Background: an optimization exercise with open tools, aiming at a short achievable clock period and few clock cycles. Do not read the settings as production practice. At most, simulation tests tie the RTL to the original design; equivalence was not proved.

==> inputs of trial 25 <==
==> flow/design.v (excerpt) <==
module MIPS(
	input clk, rst,
	output [31:0] imem_addr,
	input  [31:0] imem_rdata,
	output [31:0] dmem_addr,
	output [31:0] dmem_wdata,
	output dmem_we,
	input  [31:0] dmem_rdata);
  reg [31:0] e_pc, e_pc4;
  reg        e_rw, e_we, e_beq, e_bne, e_jmp, e_jr, e_mult, e_div, e_hilo;
  reg [31:0] e_a, e_b, e_imm, e_tgt;
  reg [4:0]  e_rd;
  reg        e_useimm, e_add, e_sub, e_and, e_or, e_xor, e_sgt, e_lui, e_link, e_hi, e_lo, e_load;
  reg [31:0] hi, lo;
  wire       dv_busy;
  wire [31:0] dv_q, dv_r;
  wire       dv_done;
  wire stall = e_hilo & dv_busy;
  wire eq    = (e_a == e_b);
  wire taken = e_jmp | (e_beq & eq) | (e_bne & ~eq);
  assign imem_addr = taken ? e_tgt : e_jr ? e_a : stall ? e_pc : e_pc4;
  assign dmem_addr  = e_a + e_imm;
  assign dmem_wdata = e_b;
  assign dmem_we    = e_we;
  wire [31:0] op2 = e_useimm ? e_imm : e_b;
  wire [31:0] alu =
      ({32{e_add}}  & (e_a + op2))
    | ({32{e_sub}}  & (e_a - op2))
  ...
export LEC_CHECK = 0
export CAP_MARGIN = 20
export CORE_MARGIN = 2
export CORE_UTILIZATION = 40
export SLEW_MARGIN = 20
create_clock -name core_clock -period 100.0 [get_ports {clk}]
run.sh (not shown) runs the stock make flow with config.mk's settings and CLKGATE_MAP_FILE= SYNTH_SCRIPT=/design/flow/synth_recipe.tcl, a recipe that flattens the netlist after the stock synthesis.
==> trial 10 (differences from trial 25) <==
- ABC_CLOCK_PERIOD_IN_PS: default -> 1000
==> reports/metrics.yaml <==
final_layout:
  post-route-util: 0.444
  inv_count: 1208
  buffers: 465
  buf_share: 0.0313
  register_area_um2: 39200
cts:
  cts_setup_buffers: 0
min_path:
  min_path_type: "register to register"
  hp-start: "e_b[9]$_DFF_P_"
status:
  outcome: "timing/DRC/antenna clean"
drt:
  viasPerCell: 5.99
  final_antenna_net_count: 0
setup_path:
  critical_path_class: "register to register"
  cp_max_fo: 153
yosys:
  synthCells: 10500
grt:
  use_met2: 0.459
[end of results for trial 10]
==> reports/metrics.yaml <==
drt:
  viasPerCell: 5.99
  final_antenna_net_count: 0
min_path:
  min_path_type: "register to register"
  hp-start: "e_b[9]$_DFF_P_"
cts:
  cts_setup_buffers: 0
placement:
  placed_cell_area_um2: 122000
final_layout:
  inv_count: 1208
  seq_cells: 1359
  post-route-util: 0.444
  register_area_um2: 39200
  buf_share: 0.0313
  buffers: 465
yosys:
  yosys-top-cells-count: "inv_1, edfxtp_1, fa_1, nor2_1, nand2_1"
  synthCells: 10500
timing:
  period_share: 0.373
setup_path:
  critical_path_class: "register to register"
  r2r-end: "lo[21]$_DFFE_PP_"
  cp_max_fo: 153
grt:
  use_met2: 0.459
status:
  outcome: "timing/DRC/antenna clean"
die:
  pin_count: 163
[end of results for trial 25]
No run of this note included a check of the RTL's function; only the layout flow was run.

* * *

==> 05-25 <==
Another version of the RTL of MIPS (not shown whole).
// MIPS
module MIPS(
	input clk, rst,
	output [31:0] imem_addr,
	input  [31:0] imem_rdata,
	output [31:0] dmem_addr,
	output [31:0] dmem_wdata,
	output dmem_we,
	input  [31:0] dmem_rdata);
Settings: LEC_CHECK=0, CAP_MARGIN=40, CORE_MARGIN=2, CORE_UTILIZATION=40, SLEW_MARGIN=30, SYNTH_HIERARCHICAL=1; clock period 100.0 ns.
==> 02-27 (differences from 05-25) <==
--- a/flow/design.v
+++ b/flow/design.v
@@ -327,33 +327,35 @@
 	output [31:0] dmem_wdata,
 	output dmem_we,
 	input  [31:0] dmem_rdata);
   genvar gi;
   integer i;
   reg [31:0] pa, pb;            
   reg [7:0]  pq;                
   reg [31:0] pa_o, pb_o;        
-  reg [31:0] pq_o;              
+  reg [15:0] pq_o;              
   reg        e_rw, e_we, e_mult, e_div;
   reg [31:0] e_a, e_b, e_op2, e_imm, e_pc4;
-  reg [15:0] e_alo, e_ahi0, e_ahi1;   
-  reg        e_ac, e_ac2;             
+  reg [7:0]  e_alo, e_am0, e_am1;
+  reg        e_c8, e_c8b, e_c16_0, e_c16_1;
+  reg [15:0] e_ahi0, e_ahi1;
   reg [4:0]  e_rd;
   reg        e_add, e_sub, e_and, e_or, e_xor, e_sgt, e_lui, e_link, e_hi, e_lo, e_load;
   wire [31:0] hi, lo;
   wire [31:0] rf [0:31];
   wire [31:0] pc = (&pq) ? pa : pb;
   genvar gb;
   generate
     for (gb = 0; gb < 4; gb = gb + 1) begin : g_ia
-      assign imem_addr[8*gb+7:8*gb] = (&pq_o[8*gb+7:8*gb]) ? pa_o[8*gb+7:8*gb] : pb_o[8*gb+7:8*gb];
+      assign imem_addr[8*gb+7:8*gb] = (&pq_o[4*gb+3:4*gb]) ? pa_o[8*gb+7:8*gb] : pb_o[8*gb+7:8*gb];
     end
   endgenerate
-  assign dmem_addr  = {e_ac2 ? e_ahi1[15:8] : e_ahi0[15:8], e_ac ? e_ahi1[7:0] : e_ahi0[7:0], e_alo};
+  wire a_c16 = e_c8b ? e_c16_1 : e_c16_0;
+  assign dmem_addr  = {a_c16 ? e_ahi1 : e_ahi0, e_c8 ? e_am1 : e_am0, e_alo};
   assign dmem_wdata = e_b;
   assign dmem_we    = e_we;
   wire [31:0] alu;
   alu32 u_alu(.a(e_a), .b(e_op2), .imm(e_imm[15:0]), .pc4(e_pc4), .hi(hi), .lo(lo),
               .s_add(e_add), .s_sub(e_sub), .s_and(e_and), .s_or(e_or), .s_xor(e_xor),
               .s_sgt(e_sgt), .s_lui(e_lui), .s_link(e_link), .s_hi(e_hi), .s_lo(e_lo),
               .y(alu));
   wire [31:0] result = e_load ? dmem_rdata : alu;
@@ -412,20 +414,22 @@
   rfsel u_sela(.sel(rs), .rf0(32'b0), .rfv({rv[31], rv[30], rv[29], rv[28], rv[27], rv[26], rv[25], rv[24],
                rv[23], rv[22], rv[21], rv[20], rv[19], rv[18], rv[17], rv[16], rv[15], rv[14], rv[13], rv[12],
                rv[11], rv[10], rv[9], rv[8], rv[7], rv[6], rv[5], rv[4], rv[3], rv[2], rv[1]}), .y(rf_a));
   rfsel u_selb(.sel(rt), .rf0(32'b0), .rfv({rv[31], rv[30], rv[29], rv[28], rv[27], rv[26], rv[25], rv[24],
                rv[23], rv[22], rv[21], rv[20], rv[19], rv[18], rv[17], rv[16], rv[15], rv[14], rv[13], rv[12],
                rv[11], rv[10], rv[9], rv[8], rv[7], rv[6], rv[5], rv[4], rv[3], rv[2], rv[1]}), .y(rf_b));
   wire [31:0] d_a = rf_a;
   wire [31:0] d_b = rf_b;
-  wire [15:0] d_alo;
-  wire        d_ac;
-  ksadd #(16) u_addr(.a(d_a[15:0]), .b(ir[15:0]), .cin(1'b0), .s(d_alo), .cout(d_ac));
-  wire        d_ac2 = (d_a[15] & ir[15]) | ((d_a[15] ^ ir[15]) & ~d_alo[15]);
+  wire [7:0]  d_alo, d_am0, d_am1;
+  wire        d_c8, d_c16_0, d_c16_1;
+  ksadd #(8) u_addr(.a(d_a[7:0]), .b(ir[7:0]), .cin(1'b0), .s(d_alo), .cout(d_c8));
+  ksadd #(8) u_am0(.a(d_a[15:8]), .b(ir[15:8]), .cin(1'b0), .s(d_am0), .cout(d_c16_0));
+  ksadd #(8) u_am1(.a(d_a[15:8]), .b(ir[15:8]), .cin(1'b1), .s(d_am1), .cout(d_c16_1));
+  wire        d_c8b = (d_a[7] & ir[7]) | ((d_a[7] ^ ir[7]) & ~d_alo[7]);
   wire [15:0] d_ahi0, d_ahi1;
   hisel #(16) u_ahi(.h(d_a[31:16]), .s(ir[15]), .h0(d_ahi0), .h1(d_ahi1));
   wire [31:0] pc4 = pc + 32'd4;
   wire [15:0] bt_lo;
   wire        bt_c;
   ksadd #(16) u_btgt(.a(pc4[17:2]), .b(ir[15:0]), .cin(1'b0), .s(bt_lo), .cout(bt_c));
   wire [13:0] bt_h0, bt_h1;    
   hisel #(14) u_bhi(.h(pc4[31:18]), .s(ir[15]), .h0(bt_h0), .h1(bt_h1));
@@ -458,23 +462,25 @@
       jb_v[jb_ptr] <= 1'b1;
       jb_ptr <= jb_ptr + 2'd1;
     end
   end
   wire [31:0] pc_ft = jb_hit ? {jb_hit_tgt, 2'b00} : pc4;
   wire [31:0] pc_fast = stall ? pc : (d_j | d_jal) ? jtgt : pc_ft;
   wire [31:0] bit_eq = ~(d_a ^ d_b);
   wire [7:0]  d_pq;
-  wire [31:0] d_pq_o;
+  wire [15:0] d_pq_o;
   wire [63:0] bit_eq2 = {bit_eq, bit_eq};
   generate
     for (gi = 0; gi < 8; gi = gi + 1) begin : g_eq
       assign d_pq[gi]   = bit_eq[gi] & bit_eq[gi + 8] & bit_eq[gi + 16] & bit_eq[gi + 24];
-      for (gb = 0; gb < 4; gb = gb + 1) begin : g_eqo
-        assign d_pq_o[8 * gb + gi] = &bit_eq2[4 * gi + gb + 3 : 4 * gi + gb];
+    end
+    for (gi = 0; gi < 4; gi = gi + 1) begin : g_eqo
+      for (gb = 0; gb < 4; gb = gb + 1) begin : g_eqb
+        assign d_pq_o[4 * gb + gi] = &bit_eq2[8 * gi + 2 * gb + 7 : 8 * gi + 2 * gb];
       end
     end
   endgenerate
   wire [31:0] pc_nt = d_jr ? d_a : pc_fast;
   wire [13:0] pc_eq_h0 = d_beq ? bt_h0 : pc_nt[31:18];
   wire [13:0] pc_eq_h1 = d_beq ? bt_h1 : pc_nt[31:18];
   wire [13:0] pc_ne_h0 = d_bne ? bt_h0 : pc_nt[31:18];
   wire [13:0] pc_ne_h1 = d_bne ? bt_h1 : pc_nt[31:18];
@@ -502,18 +508,22 @@
     pa_o   <= rst ? 32'b0 : pc_eq;
     pb_o   <= rst ? 32'b0 : pc_ne;
     pq_o   <= d_pq_o;
     e_a    <= d_a;
     e_b    <= d_b;
     e_op2  <= (d_addi | d_slti) ? simm : d_b;
     e_imm  <= simm;
     e_alo  <= d_alo;
-    e_ac   <= d_ac;
-    e_ac2  <= d_ac2;
+    e_am0  <= d_am0;
+    e_am1  <= d_am1;
+    e_c8   <= d_c8;
+    e_c8b  <= d_c8b;
+    e_c16_0 <= d_c16_0;
+    e_c16_1 <= d_c16_1;
     e_ahi0 <= d_ahi0;
     e_ahi1 <= d_ahi1;
     e_pc4  <= pc4;
     e_rd   <= d_dest;
     e_add  <= d_add | d_addi;
     e_sub  <= d_sub;
     e_and  <= d_and;
     e_or   <= d_or;
@@ -536,20 +546,24 @@
     end
   endgenerate
   wire [31:0] m [0:7];
   generate
     for (g = 0; g < 8; g = g + 1) begin : g_m
       assign m[g] = sel[1] ? (sel[0] ? r[4*g+3] : r[4*g+2]) : (sel[0] ? r[4*g+1] : r[4*g]);
     end
   endgenerate
-  wire [7:0] oh = 8'b1 << sel[4:2];
+  wire [7:0] oh;
+  dec3 u_dec(.s(sel[4:2]), .oh(oh));
   assign y = ({32{oh[0]}} & m[0]) | ({32{oh[1]}} & m[1]) | ({32{oh[2]}} & m[2]) | ({32{oh[3]}} & m[3])
            | ({32{oh[4]}} & m[4]) | ({32{oh[5]}} & m[5]) | ({32{oh[6]}} & m[6]) | ({32{oh[7]}} & m[7]);
 endmodule
+module dec3(input [2:0] s, output [7:0] oh);
+  assign oh = 8'b1 << s;
+endmodule
 module alu32(input [31:0] a, b, input [15:0] imm, input [31:0] pc4, hi, lo,
   input s_add, s_sub, s_and, s_or, s_xor, s_sgt, s_lui, s_link, s_hi, s_lo,
   output [31:0] y);
   assign y =
       ({32{s_add}}  & (a + b))
     | ({32{s_sub}}  & (a - b))
     | ({32{s_and}}  & (a & b))
     | ({32{s_or}}   & (a | b))
==> flow/flow/run.sh (new file) <==
#!/bin/bash
# The standard layout (the standard.sh, unchanged synthesis), with these
# differences in how timing repair works; the clock period and constraints
# are the design's:
#  - the repair steps are asked to leave a setup margin well above zero, so
#    they keep improving the paths to and from the ports;
#  - the port buffers are buf_8 cells, and repair may resize cells across
#    footprints.
# make's full output goes to standard_make.log here; ORFS keeps each step's
# own log under orfs/logs.
set -euo pipefail
bash standard.sh SETUP_SLACK_MARGIN=78.5 MATCH_CELL_FOOTPRINT=0 \
  "BUFFER_PORTS_ARGS=-buffer_cell sky130_fd_sc_hd__buf_8" finish > standard_make.log 2>&1
==> flow/standard.sh (new file) <==
#!/bin/bash
# synth_recipe.tcl (not shown) runs the flow's synth.tcl, then flattens the netlist and writes it again
# the make line also repeats each setting of config.mk as NAME=value (left out here)
make -C /OpenROAD-flow-scripts/flow DESIGN_CONFIG=/design/flow/config.mk WORK_HOME=/design/flow/orfs CLKGATE_MAP_FILE= SYNTH_SCRIPT=/design/flow/synth_recipe.tcl "${@:-finish}"
==> flow/config.mk (replaced) <==
export PLATFORM = sky130hd
export DESIGN_NAME = MIPS
export DESIGN_NICKNAME = MIPS
export VERILOG_FILES = /design/flow/design.v
export SDC_FILE = /design/flow/constraint.sdc
export NUM_CORES = 4
export LEC_CHECK = 0
export CAP_MARGIN = 40
export CORE_MARGIN = 2
export CORE_UTILIZATION = 45
export SLEW_MARGIN = 30
export SYNTH_HIERARCHICAL = 1
removed: flow/run.sh
==> results.txt <==
| quantity | 02-27 | 05-25 |
|---|---|---|
| Fraction of area in non-clock buffers | 0.08084 | 0.03092 |
| Post-Route Utilization | 0.5457 | 0.4484 |
| Number of DRC markers after the initial detailed-route iteration | 14,470 | 14,420 |
| Initial Utilization | 0.4520 | 0.4011 |
| Routed wire length | 660,100 um | 645,500 um |
| Run status | timing/DRC/antenna clean | timing/DRC/antenna clean |
| Hold Slack | 0.4568 ns | 0.4753 ns |
| Startpoint class of the critical path | primary input | register |
| Fillcell total | 31,960 | 39,610 |
| Dpl cell area | 174,500 sq um | 176,200 sq um |
| Worst hold start | g_rf[18].q[22]$_DFF_P_ | e_op2[30]$_DFF_P_ |
| Multi-input gate share of total cell area | 0.6474 | 0.6703 |
| Layout Area Growth over Synthesis | 20.72% | 11.79% |
| Wire length of the first global-routing pass | 946,900 um | 932,300 um |
| Setup repair after global routing missed its margin | true | false |
| Number of cell rows | 220 | 235 |
| Mean area per synthesized cell | 9.739 sq um | 9.650 sq um |
| Met1 track demand over resource in global routing | 0.4506 | 0.3877 |
| Worst Setup Path Type | primary input to register | register to register |
| Die X-Extent | 604.4 um | 644.7 um |
Testbench counts of 05-25, summed over its fixed seeds: cycles 28,997.
Testbench counts of 02-27, summed over its fixed seeds: cycles 28,997.

==> port drivers added, routing unchanged <==
How much do the figures lean on ideal ports? The routed layouts below were timed once more, with nothing changed but the port constraints. Step 1 sets driving cells, clkbuf_16 on the clock port and buf_2 on the other inputs (assumed; they add their load-dependent delay and slew). Step 2 times the ports against the registers' clock, not the clock port: input delays grow and output delays shrink by t, the midpoint of the rising clock arrivals with the driver on. Three values: no drivers, after step 1, after step 2; two values: the first two.
| run | t (ns) | slack for setup (ns) | cell pins on the clock port's net |
|---|---|---|---|
| trial 25 | 0.888 | 62.741 / 62.741 / 62.741 | 1 |
| trial 10 | 0.888 | 62.741 / 62.741 / 62.741 | 1 |
| 05-25 | 0.994 | 73.983 / 73.983 / 73.983 | 1 |
| 02-27 | 0.960 | 77.741 / 77.457 / 76.498 | 1 |
After both steps every run listed still meets setup and hold. The setup slack of 02-27, which loses most, moves by -0.284 ns with the drivers and by -1.243 ns with both steps.
